From an optimization exercise on the open Yosys and OpenROAD flow, aimed at small area, a short achievable clock period and few clock cycles per item; shortcuts taken in it are not production practice.
The RTL was checked by simulation tests, not by an equivalence proof against the original design.

## net_4_8_12_16_16_1_10
module net_4_8_12_16_16_1_10 (clk, reset, input_valid, input_ready, input_data, output_valid, output_ready, output_data);
For scale: roughly 7900 cells after synthesis, ~38 I/O pins.
export LEC_CHECK = 0
export ABC_CLOCK_PERIOD_IN_PS = 4000
export CAP_MARGIN = 20
export CORE_MARGIN = 2
export CORE_UTILIZATION = 55
export SETUP_SLACK_MARGIN = 5
export SLEW_MARGIN = 20
create_clock -name core_clock -period 10.0 [get_ports {clk}]
standard.sh (not shown) runs the stock make flow with config.mk's settings and CLKGATE_MAP_FILE= SYNTH_SCRIPT=/design/flow/synth_recipe.tcl, a recipe that flattens the netlist after the stock synthesis.
==> flow/flow/run.sh <==
#!/bin/bash
set -euo pipefail
bash standard.sh SETUP_SLACK_MARGIN=6 finish > flow_make.log 2>&1
Testbench counts at the start, summed over its fixed seeds: cycles 3,352, items 192.
Change:
--- a/flow/design.v
+++ b/flow/design.v
@@ -424,65 +424,79 @@
       4'd14: w = 7'b0100001;   
       4'd15: w = 7'b0000001;   
       default: w = 7'd0;
     endcase
     default: w = 7'd0;
   endcase
   rom_b = w;
 endfunction
   logic [3:0] c;            
   logic       v0, v1, v2;   
   logic [2:0] wcnt;         
+  logic       lch;          
   logic       pvalid;       
+  logic       used;         
   logic       skv;          
+  logic       starve;       
   logic       adv;          
+  logic       ir;           
+  logic       ov;           
   logic       empty, take, launch;
   assign pvalid = (c >= 4'd14) ? v1 : v2;
-  assign adv    = ~skv;
+  assign starve = lch & (((c == 4'd0) & (wcnt <= 3'd1)) | ((c == 4'd1) & (wcnt <= 3'd2)) |
+                         ((c == 4'd2) & (wcnt <= 3'd3)));
+  assign adv    = ~skv & ~starve;
   assign empty  = ~(v0 | v1 | v2);
-  logic       ir;           
   assign input_ready = ir;
   assign take   = input_valid & ir;
-  assign launch = adv & wcnt[2] & (c == 4'd15);
+  assign launch = adv & ~lch & (wcnt[2] | (empty & (wcnt != 3'd0))) & (c == 4'd15);
   logic [3:0] c_n;
-  logic [2:0] wcnt_n;
-  logic       v0_n, v1_n, v2_n, skv_n;
+  logic [2:0] wcnt_n, w1;
+  logic       v0_n, v1_n, v2_n, skv_n, lch_n, used_n;
   always_comb begin
     c_n = c; v0_n = v0; v1_n = v1; v2_n = v2;
-    wcnt_n = launch ? 3'd0 : take ? wcnt + 3'd1 : wcnt;
+    w1 = wcnt + 3'(take);
+    wcnt_n = w1; lch_n = lch;
+    if (launch | lch) begin
+      if (w1 == 3'd4) begin
+        wcnt_n = 3'd0; lch_n = 1'b0;
+      end else
+        lch_n = 1'b1;
+    end
     if (adv) begin
       c_n = (empty & ~launch) ? 4'd15 : c + 4'd1;
       if (c == 4'd15) begin
         v0_n = launch; v1_n = v0; v2_n = v1;
       end
     end
-    skv_n = skv ? ~output_ready : (pvalid & ~output_ready);
+    skv_n  = skv ? ~output_ready : (adv & pvalid & ~used & ~output_ready);
+    used_n = adv ? 1'b0 : skv ? used : (used | (pvalid & output_ready));
   end
-  logic ov;       
-  logic skv_o;    
   always_ff @(posedge clk) c <= c_n;
   always_ff @(posedge clk) begin
     if (reset) begin
       v0 <= 1'b0; v1 <= 1'b0; v2 <= 1'b0;
       wcnt <= 3'd0;
+      lch <= 1'b0;
       ir <= 1'b1;
       skv <= 1'b0;
-      skv_o <= 1'b0;
+      used <= 1'b0;
       ov <= 1'b0;
     end else begin
       wcnt <= wcnt_n;
+      lch <= lch_n;
       v0 <= v0_n; v1 <= v1_n; v2 <= v2_n;
-      ir <= ~wcnt_n[2] & ~(v0_n & ({1'b0, c_n} < 5'(wcnt_n) + 5'd8));
+      ir <= ~wcnt_n[2] & (lch_n | ~(v0_n & ({1'b0, c_n} < 5'(wcnt_n) + 5'd8)));
       skv <= skv_n;
-      skv_o <= skv_o ? ~output_ready : (ov & ~output_ready);
-      ov <= skv_n | ((c_n >= 4'd14) ? v1_n : v2_n);
+      used <= used_n;
+      ov <= skv_n | (((c_n >= 4'd14) ? v1_n : v2_n) & ~used_n);
     end
   end
   logic [15:0] xm [4];
   logic        xs [4];
   always_ff @(posedge clk)
     if (take) begin
       xm[wcnt[1:0]] <= input_data[15] ? 16'(-input_data) : input_data;
       xs[wcnt[1:0]] <= input_data[15];
     end
   logic signed [15:0] aa [8];    
   logic signed [15:0] ra [7];    
@@ -651,17 +665,23 @@
   assign b10_w = rom_b(c, 10);
   fcn_prod #(15) b10_p (.h(h2[10]), .hs(1'b0), .wc(b10_w[5:0]), .t(b10_pm), .s(b10_s));
   always_ff @(posedge clk) if (adv) begin b10_qm <= b10_pm; b10_qs <= b10_s; end
   fcn_acc b10_a (.t(b10_qm), .s(b10_qs), .acc_in(rb[9]), .acc_out(ab[10]));
   always_ff @(posedge clk) if (adv) rb[10] <= ab[10];
   logic [6:0] b11_w; logic [15:0] b11_pm, b11_qm; logic b11_s, b11_qs;
   assign b11_w = rom_b(c, 11);
   fcn_prod #(15) b11_p (.h(h2[11]), .hs(1'b0), .wc(b11_w[5:0]), .t(b11_pm), .s(b11_s));
   always_ff @(posedge clk) if (adv) begin b11_qm <= b11_pm; b11_qs <= b11_s; end
   fcn_acc b11_a (.t(b11_qm), .s(b11_qs), .acc_in(dl[3]), .acc_out(ab[11]));
   always_ff @(posedge clk) if (adv) begin dl[0] <= rb[10]; dl[1] <= dl[0]; dl[2] <= dl[1]; dl[3] <= dl[2]; end
-  logic [14:0] yreg, skd;
-  always_ff @(posedge clk) if (adv) yreg <= ab[11][15] ? 15'd0 : ab[11][14:0];
-  always_ff @(posedge clk) if (~skv) skd <= yreg;
+  logic [14:0] ynew, oreg, skd;
+  assign ynew = ab[11][15] ? 15'd0 : ab[11][14:0];
+  always_ff @(posedge clk) begin
+    if (skv) begin
+      if (output_ready) oreg <= skd;
+    end else if (adv & ~(pvalid & ~used & ~output_ready))
+      oreg <= ynew;
+  end
+  always_ff @(posedge clk) if (~skv) skd <= ynew;
   assign output_valid = ov;
-  assign output_data  = {1'b0, skv_o ? skd : yreg};
+  assign output_data  = {1'b0, oreg};
 endmodule
Result:
- via count increases by 1.3%
- final area is about the same
- routed wire length decreases by 1.5%
- clock-buffer cell count increases by 2
- global-route usage decreases by 0.58 points
Testbench counts after the change, summed over its fixed seeds: cycles 3,328, items 192.

re-timing with driven ports:
The results above use ideal ports. As a check the final layouts listed here were re-extracted and re-timed, cells and wires unchanged. Step 1 assumes that a clkbuf_16 drives the clock port and a buf_2 every other input. Step 2, shift: input delay + t, output delay - t, t = (earliest + latest rising clock arrival at the registers) / 2. This alone moves slack from input paths to output paths. Three values: ideal, step 1, step 2; two values: the first two.
run | t, ns | setup slack, ns | latest minus earliest clock arrival (ns) | worst slew at a driven data input, ns
the first run | 0.841 | 6.066 / 5.991 / 5.328 | 0.032 / 0.033 | 0.16
the second run | 0.853 | 6.000 / 5.979 / 5.329 | 0.035 / 0.036 | 0.05
After both steps every run listed still meets setup and hold. The setup slack of the first run, which loses most, moves by -0.075 ns with the drivers and by -0.738 ns with both steps.
